This design comes from an exercise in tuning for small area on the open sky130 flow, not from production work.
No functional check of the RTL was part of this run.

==> design.v <==
parameter
    IDLE        = 3'b000,
    RUNNING     = 3'b001,
    MOVE        = 3'b010,
    LV_CHECK    = 3'b011,
    CLEAR       = 3'b100;
parameter
    PIXEL_EZ = 6'd40,
    PIXEL_MI = 6'd20,
    PIXEL_HD = 6'd16;
parameter
    ROW     = 6'd40,
    COLUMN  = 5'd30;
parameter
    LEFT    = 2'b00,
    UP      = 2'b01,
    DOWN    = 2'b10,
    RIGHT   = 2'b11;
parameter
    BLOCK_EZ_COL = 6'd16,  
    BLOCK_EZ_ROW = 5'd12,
    BLOCK_MI_COL = 6'd32,  
    BLOCK_MI_ROW = 5'd24,
    BLOCK_HD_COL = 6'd40,  
    BLOCK_HD_ROW = 5'd30;
parameter
    [ROW * COLUMN - 1:0] MAZE_EZ = {
        40'b1111111111111111000000000000000000000000,
        40'b1010000000000001000000000000000000000000,
        40'b1010101111111101000000000000000000000000,
        40'b1000100010000001000000000000000000000000,
        40'b1110111010010111000000000000000000000000,  
        40'b1000100011110001000000000000000000000000,
        40'b1011101110000101000000000000000000000000,
        40'b1000001011110111000000000000000000000000,
        40'b1011101000000001000000000000000000000000,
        40'b1010101111011101000000000000000000000000,  
        40'b1000100001000101000000000000000000000000,
        40'b1111111111111111000000000000000000000000,
        40'b0000000000000000000000000000000000000000,
        40'b0000000000000000000000000000000000000000,
        40'b0000000000000000000000000000000000000000,  
        40'b0000000000000000000000000000000000000000,
        40'b0000000000000000000000000000000000000000,
        40'b0000000000000000000000000000000000000000,
        40'b0000000000000000000000000000000000000000,
        40'b0000000000000000000000000000000000000000,  
        40'b0000000000000000000000000000000000000000,
        40'b0000000000000000000000000000000000000000,
        40'b0000000000000000000000000000000000000000,
        40'b0000000000000000000000000000000000000000,
        40'b0000000000000000000000000000000000000000,  
        40'b0000000000000000000000000000000000000000,
        40'b0000000000000000000000000000000000000000,
        40'b0000000000000000000000000000000000000000,
        40'b0000000000000000000000000000000000000000,
        40'b0000000000000000000000000000000000000000  
    },
    MAZE_MI = {
        40'b1111111111111111111111111111111100000000,
        40'b1000001000000000000100000000000100000000,
        40'b1011101011111111110111011111110100000000,
        40'b1010001000001000010000010001000100000000,
        40'b1011101110101101011111111101011100000000,  
        40'b1000100010100101000000000001000100000000,
        40'b1010111011110101111111011111110100000000,
        40'b1010001000000101010000010000010100000000,
        40'b1011101110101101010111110111010100000000,
        40'b1000101010100101000001000100000100000000,  
        40'b1111101010101001110111011101111100000000,
        40'b1000001000101010010100000101000100000000,
        40'b1011111110111011010101110101110100000000,
        40'b1000000010000010010101000101000100000000,
        40'b1011111011111110110101011101011100000000,  
        40'b1000001000000010100101000100010100000000,
        40'b1011101110111010111101111111010100000000,
        40'b1010000010001000100101000001000100000000,
        40'b1010111111101110101101011101110100000000,
        40'b1010101000111010101111010101011100000000,  
        40'b1010001010000010101000010001000100000000,
        40'b1011101010111011101011011011010100000000,
        40'b1000100010001000000001001000010100000000,
        40'b1111111111111111111111111111111100000000,
        40'b0000000000000000000000000000000000000000,  
        40'b0000000000000000000000000000000000000000,
        40'b0000000000000000000000000000000000000000,
        40'b0000000000000000000000000000000000000000,
        40'b0000000000000000000000000000000000000000,
        40'b0000000000000000000000000000000000000000  
    },
    MAZE_HD = {
        40'b1111111111111111111111111111111111111111,
        40'b1000001000000000010000000001000100000001,
        40'b1110101011101111011011110101011101010101,
        40'b1000100010001010001000010100000101010101,
        40'b1011111111101000100011011111111101011101,
        40'b1000000001000101010101000000000001010001,
        40'b1111111101111101011101111111111111010111,
        40'b1000000000000101000001000000010001010001,
        40'b1011111111111101011111110101110101011111,
        40'b1000100000010001010000010100000100000001,
        40'b1110101111010111110111010111111111111111,
        40'b1000100000100100010001000000000000000001,
        40'b1011101010111101011101111111111111111101,
        40'b1010001010000001000101010000000100000001,
        40'b1011111011111111110111010111110101111111,
        40'b1010000010000001000001000100010100000001,
        40'b1010111110111101011101011101110111111101,
        40'b1010101000100101010001110001010000000101,
        40'b1000001010001001011100000101000101110001,
        40'b1011111011111011010101111101111101010111,
        40'b1010000010000000000101000000000000010001,
        40'b1010111110111111111101111111111111111101,
        40'b1000100010100000000100010000000000000101,
        40'b1111101110111101111111010111111111011101,
        40'b1000100010000100000001000100000001000001,
        40'b1010101011110111110101111111011101111111,
        40'b1010001000010000000100010001010001000001,
        40'b1011111110111111111111010101110111011101,
        40'b1000000010000000000000000100000000000101,
        40'b1111111111111111111111111111111111111111
    };
module Key(i_Clk, i_Rst, i_Push, o_Push, o_fOut, o_LED);
    input i_Clk, i_Rst;
    input [3:0] i_Push;
    output [3:0] o_Push;
    output [3:0] o_LED;
    output o_fOut;
    reg c_State, n_State;
    reg [5:0] c_ClkCnt, n_ClkCnt;
    reg [3:0] c_Pushed, n_Pushed;
    reg [3:0] c_LED, n_LED;
    wire 
        fChanged,
        fLstClk;
    parameter
        IDLE = 1'b0,
        CHANGE = 1'b1;
    always@(posedge i_Clk, negedge i_Rst)
        if(!i_Rst) begin
            c_State <= IDLE;
            c_ClkCnt <= 0;
            c_Pushed <= 0;
            c_LED <= 0;
        end else begin
            c_State <= n_State;
            c_ClkCnt <= n_ClkCnt;
            c_Pushed <= n_Pushed;
            c_LED <= n_LED;
        end
    assign 
        fChanged = |(i_Push ^ c_Pushed),
        fLstClk = &c_ClkCnt;
    assign
        o_fOut = (fLstClk && fChanged) && |o_Push,
        o_Push = ~(i_Push | c_Pushed),
        o_LED = c_LED;
    always@*
    begin
        n_ClkCnt = fChanged ? c_ClkCnt + 1 : 0;
        n_Pushed = fChanged && fLstClk ? ~i_Push : c_Pushed;
        n_LED = o_fOut ? c_LED ^ o_Push : c_LED;
        n_State = c_State;
        case (c_State)
            IDLE:
                n_State = fChanged ? CHANGE : c_State;
            CHANGE:
                n_State = fLstClk ? IDLE : c_State;
        endcase
    end
endmodule
module Timer(
    input i_Clk,
    input i_Rst,
    input i_Enable,
    output [3:0] o_Sec0, o_Sec1, o_Sec2
);
    parameter LST_CLK = 1_000_000 / 20 - 1;
    reg [3:0] c_Sec0, n_Sec0;
    reg [3:0] c_Sec1, n_Sec1;
    reg [3:0] c_Sec2, n_Sec2;
    reg [25:0] c_ClkCnt, n_ClkCnt;
    wire fLstClk;
    wire fIncSec0, fIncSec1, fIncSec2;
    wire fLstSec0, fLstSec1, fLstSec2;
    always@ (posedge i_Clk, negedge i_Rst)
        if (!i_Rst) begin
            c_Sec0   <= 0;
            c_Sec1   <= 0;
            c_Sec2   <= 0;
            c_ClkCnt <= 0;
        end else begin
            c_Sec0   <= n_Sec0;
            c_Sec1   <= n_Sec1;
            c_Sec2   <= n_Sec2;
            c_ClkCnt <= n_ClkCnt;
        end
    assign  o_Sec0 = c_Sec0,
            o_Sec1 = c_Sec1,
            o_Sec2 = c_Sec2;
    assign  fLstClk = c_ClkCnt == LST_CLK;
    assign  fLstSec0 = c_Sec0 == 9,
            fLstSec1 = c_Sec1 == 9,
            fLstSec2 = c_Sec2 == 9;
    assign  fIncSec0 = fLstClk,
            fIncSec1 = fIncSec0 && fLstSec0,
            fIncSec2 = fIncSec1 && fLstSec1;
    always@*
    begin  
        n_ClkCnt = i_Enable ? (fLstClk ? 0 : c_ClkCnt + 1) : 0;
        n_Sec0 = i_Enable ? (fIncSec0 ? (fLstSec0 ? 0 : c_Sec0 + 1) : c_Sec0) : 0;
        n_Sec1 = i_Enable ? (fIncSec1 ? (fLstSec1 ? 0 : c_Sec1 + 1) : c_Sec1) : 0;
        n_Sec2 = i_Enable ? (fIncSec2 ? (fLstSec2 ? 0 : c_Sec2 + 1) : c_Sec2) : 0;
    end
endmodule
module FND(i_Data, o_FND);
input	[3:0] i_Data;
output	reg	[6:0] o_FND;	 
always@*
	case(i_Data)
		4'h0	: o_FND = 7'b1000000;
		4'h1	: o_FND = 7'b1111001;
		4'h2	: o_FND = 7'b0100100;
		4'h3	: o_FND = 7'b0110000;
		4'h4	: o_FND = 7'b0011001;
		4'h5	: o_FND = 7'b0010010;
		4'h6	: o_FND = 7'b0000010;
		4'h7	: o_FND = 7'b1011000;
		4'h8	: o_FND = 7'b0000000;
		4'h9	: o_FND = 7'b0011000;
		default	: o_FND = 7'h7f;
	endcase
endmodule
module ClkDiv(
	input Clk,
	input Rst,
	output Clk25m);
	reg r_Clk;
	assign Clk25m = r_Clk;
always@(posedge Clk, negedge Rst)
begin
	if (!Rst)
		r_Clk <= 0;
	else
		r_Clk <= ~r_Clk;
end
endmodule
module Draw (
    input i_Clk, i_Rst,
    input [1:0] i_Level,
    input [1199:0] i_Map,
    input [5:0] i_PlayerPos_X, i_GoalPos_X, 
    input [4:0] i_PlayerPos_Y, i_GoalPos_Y, 
    output wire [7:0] o_Red, o_Green, o_Blue, 
    output wire o_Clk, o_blank, o_hsync, o_vsync, o_fDrawDone);
    reg [9:0] r_PixelPos_X, r_PixelPos_Y;
	reg [5:0] r_BorderCnt_X, r_BorderCnt_Y, r_BlockPos_X; 
    reg [4:0] r_BlockPos_Y;
    wire [5:0] BlockSize;
    wire [10:0] BlockPosition;
    wire fPlayer, fWall, fGoal;
    wire fBorder_X, fBorder_Y;   
    wire halfClk;
    wire hDrawDone, vDrawDone;
    wire hBlank, vBlank;
    ClkDiv  clk25m(i_Clk, i_Rst, halfClk);
    parameter 
        PIXEL_EZ = 6'd40,
        PIXEL_MI = 6'd20,
        PIXEL_HD = 6'd16;
    parameter
        ROW      = 6'd40;
    parameter
        H_DISPLAY = 640,
        V_DISPLAY = 480,
        H_LIMIT = 800,
        V_LIMIT = 525;
    assign  BlockSize = i_Level == 2'b01 ? PIXEL_EZ : 
                       (i_Level == 2'b10 ? PIXEL_MI : 
                       (i_Level == 2'b11 ? PIXEL_HD : 6'b111_111));
    assign  fPlayer = (r_BlockPos_X == i_PlayerPos_X & r_BlockPos_Y == i_PlayerPos_Y),
            fWall   = i_Map[1199-BlockPosition],
            fGoal   = (r_BlockPos_X == i_GoalPos_X & r_BlockPos_Y == i_GoalPos_Y);
    assign  BlockPosition = (r_BlockPos_Y * ROW) + r_BlockPos_X;
    assign  o_Clk       = halfClk;
    assign  o_hsync     = r_PixelPos_X < 656 || r_PixelPos_X >= 752,
            o_vsync     = r_PixelPos_Y < 490 || r_PixelPos_Y >= 492;
    assign  hBlank 	    = r_PixelPos_X >= 640,
            vBlank 	    = r_PixelPos_Y >= 480,
            o_blank     = ~(hBlank || vBlank);
    assign  hDrawDone 	= r_PixelPos_X == H_DISPLAY - 1,
            vDrawDone 	= r_PixelPos_Y == V_DISPLAY - 1;
    assign  fBorder_X   = r_BorderCnt_X == BlockSize - 1,
            fBorder_Y   = r_BorderCnt_Y == BlockSize - 1;
    assign  o_Red   = fPlayer | fWall ? 8'b1111_1111 : 8'b0000_0000, 
            o_Green = fGoal | fWall ? 8'b1111_1111 : 8'b0000_0000, 
            o_Blue  = fWall ? 8'b1111_1111 : 8'b0000_0000;
    assign  o_fDrawDone  = hDrawDone & vDrawDone;
    always@(posedge i_Clk, negedge i_Rst)
		if (!i_Rst) begin
			r_PixelPos_X    <= 0;
            r_PixelPos_Y    <= 0;
			r_BorderCnt_X   <= 0;
            r_BorderCnt_Y   <= 0;
            r_BlockPos_X    <= 0;
            r_BlockPos_Y    <= 0;
		end else if (!halfClk) begin
			r_PixelPos_X    <= r_PixelPos_X < H_LIMIT ? r_PixelPos_X + 1 : 0;
            r_PixelPos_Y    <= r_PixelPos_X == H_LIMIT - 1 ? (r_PixelPos_Y == V_LIMIT - 1 ? 0 : r_PixelPos_Y + 1) : r_PixelPos_Y;
			r_BorderCnt_X   <= hBlank | fBorder_X ? 0 : r_BorderCnt_X + 1;
            r_BorderCnt_Y   <= hDrawDone ? (fBorder_Y | vBlank ? 0 : r_BorderCnt_Y + 1) : r_BorderCnt_Y;
            r_BlockPos_X    <= hBlank ? 0 : (fBorder_X ? r_BlockPos_X + 1 : r_BlockPos_X);
            r_BlockPos_Y    <= vBlank ? 0 : (hDrawDone & fBorder_Y ? r_BlockPos_Y + 1 : r_BlockPos_Y);
		end
endmodule
module Top(
    input i_Clk, i_Rst,
    input [3:0] i_Keyboard,
    output [6:0] o_FND0, o_FND1, o_FND2,
    output [7:0] o_Red, o_Green, o_Blue,
    output o_Clk, o_blank, o_hsync, o_vsync,
    output [1:0] o_LED0,
    output [3:0] o_LED1,
    output [3:0] o_LED2);
parameter
    IDLE        = 3'b000,
    RUNNING     = 3'b001,
    MOVE        = 3'b010,
    LV_CHECK    = 3'b011,
    CLEAR       = 3'b100;
parameter
    PIXEL_EZ = 6'd40,
    PIXEL_MI = 6'd20,
    PIXEL_HD = 6'd16;
parameter
    ROW     = 6'd40,
    COLUMN  = 5'd30;
parameter
    LEFT    = 2'b00,
    UP      = 2'b01,
    DOWN    = 2'b10,
    RIGHT   = 2'b11;
parameter
    BLOCK_EZ_COL = 6'd16,  
    BLOCK_EZ_ROW = 5'd12,
    BLOCK_MI_COL = 6'd32,  
    BLOCK_MI_ROW = 5'd24,
    BLOCK_HD_COL = 6'd40,  
    BLOCK_HD_ROW = 5'd30;
parameter
    [ROW * COLUMN - 1:0] MAZE_EZ = {
        40'b1111111111111111000000000000000000000000,
        40'b1010000000000001000000000000000000000000,
        40'b1010101111111101000000000000000000000000,
        40'b1000100010000001000000000000000000000000,
        40'b1110111010010111000000000000000000000000,  
        40'b1000100011110001000000000000000000000000,
        40'b1011101110000101000000000000000000000000,
        40'b1000001011110111000000000000000000000000,
        40'b1011101000000001000000000000000000000000,
        40'b1010101111011101000000000000000000000000,  
        40'b1000100001000101000000000000000000000000,
        40'b1111111111111111000000000000000000000000,
        40'b0000000000000000000000000000000000000000,
        40'b0000000000000000000000000000000000000000,
        40'b0000000000000000000000000000000000000000,  
        40'b0000000000000000000000000000000000000000,
        40'b0000000000000000000000000000000000000000,
        40'b0000000000000000000000000000000000000000,
        40'b0000000000000000000000000000000000000000,
        40'b0000000000000000000000000000000000000000,  
        40'b0000000000000000000000000000000000000000,
        40'b0000000000000000000000000000000000000000,
        40'b0000000000000000000000000000000000000000,
        40'b0000000000000000000000000000000000000000,
        40'b0000000000000000000000000000000000000000,  
        40'b0000000000000000000000000000000000000000,
        40'b0000000000000000000000000000000000000000,
        40'b0000000000000000000000000000000000000000,
        40'b0000000000000000000000000000000000000000,
        40'b0000000000000000000000000000000000000000  
    },
    MAZE_MI = {
        40'b1111111111111111111111111111111100000000,
        40'b1000001000000000000100000000000100000000,
        40'b1011101011111111110111011111110100000000,
        40'b1010001000001000010000010001000100000000,
        40'b1011101110101101011111111101011100000000,  
        40'b1000100010100101000000000001000100000000,
        40'b1010111011110101111111011111110100000000,
        40'b1010001000000101010000010000010100000000,
        40'b1011101110101101010111110111010100000000,
        40'b1000101010100101000001000100000100000000,  
        40'b1111101010101001110111011101111100000000,
        40'b1000001000101010010100000101000100000000,
        40'b1011111110111011010101110101110100000000,
        40'b1000000010000010010101000101000100000000,
        40'b1011111011111110110101011101011100000000,  
        40'b1000001000000010100101000100010100000000,
        40'b1011101110111010111101111111010100000000,
        40'b1010000010001000100101000001000100000000,
        40'b1010111111101110101101011101110100000000,
        40'b1010101000111010101111010101011100000000,  
        40'b1010001010000010101000010001000100000000,
        40'b1011101010111011101011011011010100000000,
        40'b1000100010001000000001001000010100000000,
        40'b1111111111111111111111111111111100000000,
        40'b0000000000000000000000000000000000000000,  
        40'b0000000000000000000000000000000000000000,
        40'b0000000000000000000000000000000000000000,
        40'b0000000000000000000000000000000000000000,
        40'b0000000000000000000000000000000000000000,
        40'b0000000000000000000000000000000000000000  
    },
    MAZE_HD = {
        40'b1111111111111111111111111111111111111111,
        40'b1000001000000000010000000001000100000001,
        40'b1110101011101111011011110101011101010101,
        40'b1000100010001010001000010100000101010101,
        40'b1011111111101000100011011111111101011101,
        40'b1000000001000101010101000000000001010001,
        40'b1111111101111101011101111111111111010111,
        40'b1000000000000101000001000000010001010001,
        40'b1011111111111101011111110101110101011111,
        40'b1000100000010001010000010100000100000001,
        40'b1110101111010111110111010111111111111111,
        40'b1000100000100100010001000000000000000001,
        40'b1011101010111101011101111111111111111101,
        40'b1010001010000001000101010000000100000001,
        40'b1011111011111111110111010111110101111111,
        40'b1010000010000001000001000100010100000001,
        40'b1010111110111101011101011101110111111101,
        40'b1010101000100101010001110001010000000101,
        40'b1000001010001001011100000101000101110001,
        40'b1011111011111011010101111101111101010111,
        40'b1010000010000000000101000000000000010001,
        40'b1010111110111111111101111111111111111101,
        40'b1000100010100000000100010000000000000101,
        40'b1111101110111101111111010111111111011101,
        40'b1000100010000100000001000100000001000001,
        40'b1010101011110111110101111111011101111111,
        40'b1010001000010000000100010001010001000001,
        40'b1011111110111111111111010101110111011101,
        40'b1000000010000000000000000100000000000101,
        40'b1111111111111111111111111111111111111111
    };
    reg [2:0] c_State, n_State;
    reg [ROW*COLUMN-1:0] c_Map, n_Map;
    reg [5:0] c_Col, n_Col;
    reg [4:0] c_Row, n_Row;
    reg [1:0] c_Level, n_Level;
    reg [5:0] c_PlayerPos_X, n_PlayerPos_X;  
    reg [4:0] c_PlayerPos_Y, n_PlayerPos_Y;  
    reg [1:0] c_NextDirection, n_NextDirection;
    reg c_NeedMove, n_NeedMove;
    wire [3:0] Key_o_Direction;
    wire Key_o_fOut;
    wire [3:0] Timer_o_Sec0, Timer_o_Sec1, Timer_o_Sec2;
    wire [5:0] GoalPos_X;
    wire [4:0] GoalPos_Y;
    wire fStart;
    wire fRunning;
    wire fMove, fLvCheck;
    wire fNeedMove, fNeedLevelUP;
    wire fLevelUP;
    wire fDrawDone;
    wire fLeft, fUp, fDown, fRight;
    wire [10:0] PlayerPos;
    Key K0(i_Clk, i_Rst, i_Keyboard, Key_o_Direction, Key_o_fOut, );
    Timer T0(i_Clk, i_Rst, fRunning, Timer_o_Sec0, Timer_o_Sec1, Timer_o_Sec2);
    Draw D0(i_Clk, i_Rst, c_Level, c_Map, c_PlayerPos_X, GoalPos_X, c_PlayerPos_Y, GoalPos_Y, o_Red, o_Green, o_Blue, o_Clk, o_blank, o_hsync, o_vsync, fDrawDone);
    FND F0(Timer_o_Sec0, o_FND0);
    FND F1(Timer_o_Sec1, o_FND1);
    FND F2(Timer_o_Sec2, o_FND2);
    assign  PlayerPos = (c_PlayerPos_Y * ROW) + c_PlayerPos_X;
    assign  GoalPos_X = c_Col - 2,
            GoalPos_Y = c_Row - 2;
    assign  fLeft   = !c_Map[1199 - (PlayerPos - 1)],
            fUp     = !c_Map[1199 - (PlayerPos - ROW)],
            fDown   = !c_Map[1199 - (PlayerPos + ROW)],
            fRight  = !c_Map[1199 - (PlayerPos + 1)];
    assign  fLevelUP = fLvCheck & fNeedLevelUP;
    assign  fStart      = c_State == IDLE & Key_o_fOut,
            fRunning    = c_State != IDLE,
            fMove       = c_State == MOVE,
            fLvCheck    = c_State == LV_CHECK,
            fNeedMove   = fRunning ? (
                (Key_o_Direction[3] & fLeft) |
                (Key_o_Direction[2] & fUp)   |
                (Key_o_Direction[1] & fDown) |
                (Key_o_Direction[0] & fRight)
            ) : 0,
            fNeedLevelUP = c_PlayerPos_X == GoalPos_X & c_PlayerPos_Y == GoalPos_Y;
    assign  o_LED0 = c_State,
            o_LED1 = i_Keyboard,
            o_LED2 = {fLeft, fUp, fDown, fRight};  
    always@ (posedge i_Clk, negedge i_Rst)
        if (!i_Rst) begin
            c_State <= IDLE;
            c_Map   <= 0;
            c_Col   <= 0;
            c_Row   <= 0;
            c_Level <= 0;
            c_PlayerPos_X   <= 0;
            c_PlayerPos_Y   <= 0;
            c_NeedMove      <= 0;
            c_NextDirection <= 0;
        end else begin
            c_State <= n_State;
            c_Map   <= n_Map;
            c_Col   <= n_Col;
            c_Row   <= n_Row;
            c_Level <= n_Level;
            c_PlayerPos_X   <= n_PlayerPos_X;
            c_PlayerPos_Y   <= n_PlayerPos_Y;
            c_NeedMove      <= n_NeedMove;
            c_NextDirection <= n_NextDirection;
        end
    always@*
    begin
        n_NeedMove = fNeedMove ? 1 : (fMove ? 0 : c_NeedMove);
        n_Map =  c_Level == 1 ? MAZE_EZ :
                (c_Level == 2 ? MAZE_MI :
                (c_Level == 3 ? MAZE_HD : 0));
        n_Col =  c_Level == 1 ? BLOCK_EZ_COL : 
                (c_Level == 2 ? BLOCK_MI_COL :
                (c_Level == 3 ? BLOCK_HD_COL : 0));
        n_Row =  c_Level == 1 ? BLOCK_EZ_ROW : 
                (c_Level == 2 ? BLOCK_MI_ROW :
                (c_Level == 3 ? BLOCK_HD_ROW : 0));
        n_PlayerPos_X = fLevelUP | fStart ? 1 : (fMove ? (c_NextDirection == LEFT  ? c_PlayerPos_X - 1 : 
                                                         (c_NextDirection == RIGHT ? c_PlayerPos_X + 1 : c_PlayerPos_X)) : c_PlayerPos_X);
        n_PlayerPos_Y = fLevelUP | fStart ? 1 : (fMove ? (c_NextDirection == UP    ? c_PlayerPos_Y - 1 :
                                                         (c_NextDirection == DOWN  ? c_PlayerPos_Y + 1 : c_PlayerPos_Y)) : c_PlayerPos_Y);
        n_Level = fStart | (fLevelUP & fNeedLevelUP) ? c_Level + 1 : c_Level;
        n_NextDirection = fNeedMove ? (Key_o_Direction[3] ? LEFT : 
                                      (Key_o_Direction[2] ? UP :
                                      (Key_o_Direction[1] ? DOWN : RIGHT))) : c_NextDirection;
        n_State = c_State;
        case(c_State)
            IDLE:
                n_State = fStart ? RUNNING : c_State;
            RUNNING:
                n_State = fDrawDone && c_NeedMove ? MOVE : c_State;
            MOVE:
                n_State = LV_CHECK;
            LV_CHECK:
                n_State = RUNNING;
        endcase
    end
endmodule
==> run.sh <==
#!/bin/bash
# synth_recipe.tcl (not shown) runs the flow's synth.tcl, then flattens the netlist and writes it again
# the make line also repeats each setting of config.mk as NAME=value (left out here)
make -C /OpenROAD-flow-scripts/flow DESIGN_CONFIG=/design/flow/config.mk WORK_HOME=/design/flow/orfs CLKGATE_MAP_FILE= SYNTH_SCRIPT=/design/flow/synth_recipe.tcl finish
==> config.mk <==
export PLATFORM = sky130hd
export DESIGN_NAME = Top
export DESIGN_NICKNAME = Top
export VERILOG_FILES = /design/flow/design.v
export SDC_FILE = /design/flow/constraint.sdc
export NUM_CORES = 8
export LEC_CHECK = 0
export CAP_MARGIN = 20
export CORE_MARGIN = 2
export CORE_UTILIZATION = 40
export SLEW_MARGIN = 20
==> constraint.sdc <==
create_clock -name core_clock -period 20.0 [get_ports {i_Clk}]
set_input_delay 4.0000 -clock core_clock [delete_from_list [all_inputs] [get_ports {i_Clk}]]
set_output_delay 4.0000 -clock core_clock [all_outputs]
set_load 0.01 [all_outputs]
==> impl_metrics.json <==
{
  "instances_no_fill": 4294,
  "yosysSeqAreaShare_pct": 12.0,
  "critPathKind": "reg -> out",
  "drc": 0,
  "die_width_um": 251,
  "synthTopCellsByArea": "dfrtp_1, o21ai_0, nand2_1",
  "cap_violations": 0,
  "startpoint_type": "flip-flop",
  "synth_seq_cells": 117,
  "synth_top_family_by_area": "compound AO/OA/AOI/OAI gates",
  "crit_arrival_ns": 7.37,
  "max_freq_ghz": 0.0880,
  "path_max_fanout": 47,
  "drt_iter0_markers": 6714,
  "reg2reg_slack_ns": 12.61,
  "finalSetupViolCount": 0,
  "numCtsBuffers": 17,
  "slew_headroom_pct": 14.9,
  "portBuffers": 64,
  "avgSynthCellArea_um2": 6.50,
  "fp-row-count": 90,
  "post-place-ws_ns": 9.34,
  "dieArea_um2": 62900,
  "p_per_area_nw_per_um2": 26.0,
  "syn2layout_area_growth_pct": 4.83,
  "cts_resized": 0,
  "start_util_pct": 40.4,
  "finalWeightedCongestion": 1.10,
  "hold_depth": 1,
  "synth_fa_ha_area_share_pct": 4.33,
  "grt_overflow": 0,
  "power_uw": 663,
  "cts_root_buf": "clkbuf_16",
  "synth.distinct_cells": 116,
  "synth_xor_area_share_pct": 6.20,
  "p_leak_uw": 0.00935,
  "dp_hpwl_um": 78300,
  "skew_ns": 0.0119,
  "status": "finished clean",
  "synth_nets": 3830,
  "finalCriticalPeriod_ns": 11.37,
  "cts_setup_buffers": 0,
  "syn-cell-area_um2": 24300,
  "clock_sinks": 117,
  "syn_inst": 3745,
  "layout-drive-gt1-share_pct": 6.42,
  "coreArea_um2": 60200,
  "yosysWarnings": 6,
  "drt_pass1_iterations": 9,
  "worstPathRequired_ns": 16.00,
  "maxSlewViolCount": 0,
  "synth_top_cell_area_share_pct": 12.0,
  "path_clk_slew_ns": 0.06,
  "clock_latency_ns": 0.43,
  "grt_pass1_vias": 28400,
  "r2r-end": "c_NextDirection[0]$_DFFE_PN0P_",
  "htreeDepth": 4,
  "postCtsHoldBufs": 0,
  "fin_tns_setup_ns": 0,
  "track_usage_pct": 35.7,
  "vias": 31700,
  "vias_per_cell": 7.37,
  "reg2reg_depth": 18,
  "regToRegStartpoint": "c_PlayerPos_Y[0]$_DFFE_PN0P_",
  "worst_pin_slew_ns": 1.26,
  "routedWlPerCell_um": 27.6,
  "whs_endpoint": "T0.c_ClkCnt[0]$_DFF_PN0_",
  "dp.cells": 4257,
  "hold_viol": 0,
  "synth_compound_area_share_pct": 40.9,
  "cts_buffer_depth": 2,
  "async_reset_ff_share_pct": 100,
  "hp-start": "T0.c_ClkCnt[0]$_DFF_PN0_",
  "grt_pass1_wl_um": 177000,
  "synth_edf_count": 0,
  "critPathCaptureType": "primary output",
  "routed_wl_um": 118000,
  "synth_simple_gate_area_share_pct": 25.7,
  "finalCritPeriodShare_pct": 56.8,
  "hp-class": "reg -> reg",
  "synth_flop_cell": "dfrtp_1",
  "setup_slack_ns": 8.63,
  "synth.mux.area_fraction_pct": 1.95,
  "ant_nets": 0,
  "layout.nets": 3579,
  "cts_tree": "yes",
  "final_util_pct": 42.4,
  "grt_max_degree": 81,
  "antenna_found_initial": 4,
  "vdd_ir_drop_max_mv": 0.0656,
  "dieHeight_um": 251,
  "ios": 65,
  "rsz0062_at_grt": "no",
  "post-synth-top-area-cell": "dfrtp_1",
  "cp-startpoint": "c_PlayerPos_Y[0]$_DFFE_PN0P_"
}
[cell usage after synthesis (29+ instances only)]
master / count
a31oi_1: 93
buf_1: 62
nand2b_1: 55
nor4_1: 29
xnor2_1: 89
and2_1: 35
o31ai_1: 41
o22ai_1: 76
o311ai_0: 35
buf_4: 39
xor2_1: 72
nand4_1: 45
nor3_1: 106
a221oi_1: 35
nor2_1: 361
nand2_1: 419
o211ai_1: 81
inv_1: 62
ha_1: 73
a21oi_1: 312
clkbuf_1: 231
a211oi_1: 71
and3_1: 37
nor2b_1: 43
nand3_1: 128
o21ai_0: 368
buf_2: 85
dfrtp_1: 117
o221ai_1: 35
a22oi_1: 43
[critical path: stages, from the launching register on]
cell             delay, ns
dfrtp_1               0.56
ha_4                  0.23
inv_1                 0.06
fa_1                  1.01
clkinv_1              0.54
xnor2_2               0.27
buf_4                 0.39
inv_1                 0.07
buf_4                 0.30
ha_1                  0.98
nand2_1               0.15
nor2b_1               0.15
nor4b_1               0.31
a311oi_1              0.10
o311ai_0              0.33
a41oi_1               0.17
a311o_1               0.42
and2_1                0.28
clkdlybuf4s50_1       0.57
[through the flow]
| stage | hold WS, ns | instance area, µm² |
|---|---|---|
| floorplan | 0.425 | 24300 |
| CTS | 0.453 | 25500 |
| detailed placement | 0.446 | 24900 |
| finish | 0.453 | 25500 |
| global placement | 0.440 | 24900 |
| global route | 0.489 | 25500 |
[routing by layer]
metal,up-vias,track usage (%),wire (µm)
li1,13600,-,-
met1,14500,46.8,44400
met2,2867,50.6,46700
met3,734,12.4,18300
met4,6,20.2,8900
met5,-,0,78
[placed cells by master, fill, tap and decap left out, types with 63 or more instances in the layout]
cell and count:
nor3_1 106, a21oi_1 312, buf_4 93, dfrtp_1 108
nand3_1 128, o21ai_0 366, ha_1 69, xor2_1 70
clkdlybuf4s50_1 63, nor2_1 359, xnor2_1 81, a211oi_1 71
o211ai_1 81, o22ai_1 76, nand2_1 419, a31oi_1 93
[worst max-delay path by stage]
stage	endpoint	slack [ns]	depth (start not counted)
after global routing	o_LED2[3]	8.27	18
after floorplan	o_LED2[2]	10.68	26
final	o_LED2[3]	8.63	18
after CTS	o_LED2[3]	8.84	17
after detailed placement	o_LED2[3]	9.34	17
after global placement	o_LED2[3]	9.38	18
[sequential cells by signal, indices dropped and copies added (netlist names), 5 cells and up]
signal / cells
c_Map: 7
D0.r_BorderCnt_Y: 6
c_PlayerPos_Y: 5
D0.r_BlockPos_Y: 5
c_PlayerPos_X: 6
D0.r_BorderCnt_X: 6
K0.c_ClkCnt: 6
D0.r_BlockPos_X: 6
D0.r_PixelPos_X: 10
D0.r_PixelPos_Y: 10
T0.c_ClkCnt: 26
[layout make-up]
class,instances,area [µm²]
Clock inverter,13,145
Inverter,71,267
Tap cell,782,978
Fill cell,6387,34700
Sequential cell,117,2950
Multi-Input combinational cell,3131,19400
Timing Repair Buffer,156,1330
Clock buffer,19,453
Antenna cell,5,12.5
[cells by family after synthesis]
| logic type | Yosys count |
|---|---|
| AO/OA/AOI/OAI | 1500 |
| XOR/XNOR | 166 |
| adder cells (fa/ha/maj) | 81 |
| buffers and inverters | 497 |
| flip-flops | 117 |
| multiplexers | 40 |
| AND/OR/NAND/NOR | 1344 |
[power breakdown]
| part | total (µW) | internal (µW) | switching [µW] |
|---|---|---|---|
| Clock | 308 | 191 | 117 |
| Sequential | 260 | 250 | 10.0 |
| Combinational | 96.0 | 43.2 | 52.9 |

==> separate check: timing with driven ports <==
Ports are ideal in the flow. The routed layout listed here was re-timed in OpenROAD.
Step 1 assumes that a clkbuf_16 drives the clock port and a buf_2 every other input.
Step 2 also shifts input and output timing later by t, the mid clock arrival at the registers, as if the neighbouring blocks saw the same clock.
a / b / c = ideal ports / drivers / drivers and shift; a / b = the first two.
t, ns: 0.470
setup slack, ns: 8.631 / 8.584 / 9.054
worst hold slack (ns): 0.453 / 0.453 / 0.453
worst setup path at the end: register to output
worst register clock-pin slew, ns: 0.06 / 0.06
After both steps this run still meets setup and hold. For this run, drivers alone change the setup slack by -0.047 ns; drivers and shift together by +0.423 ns.
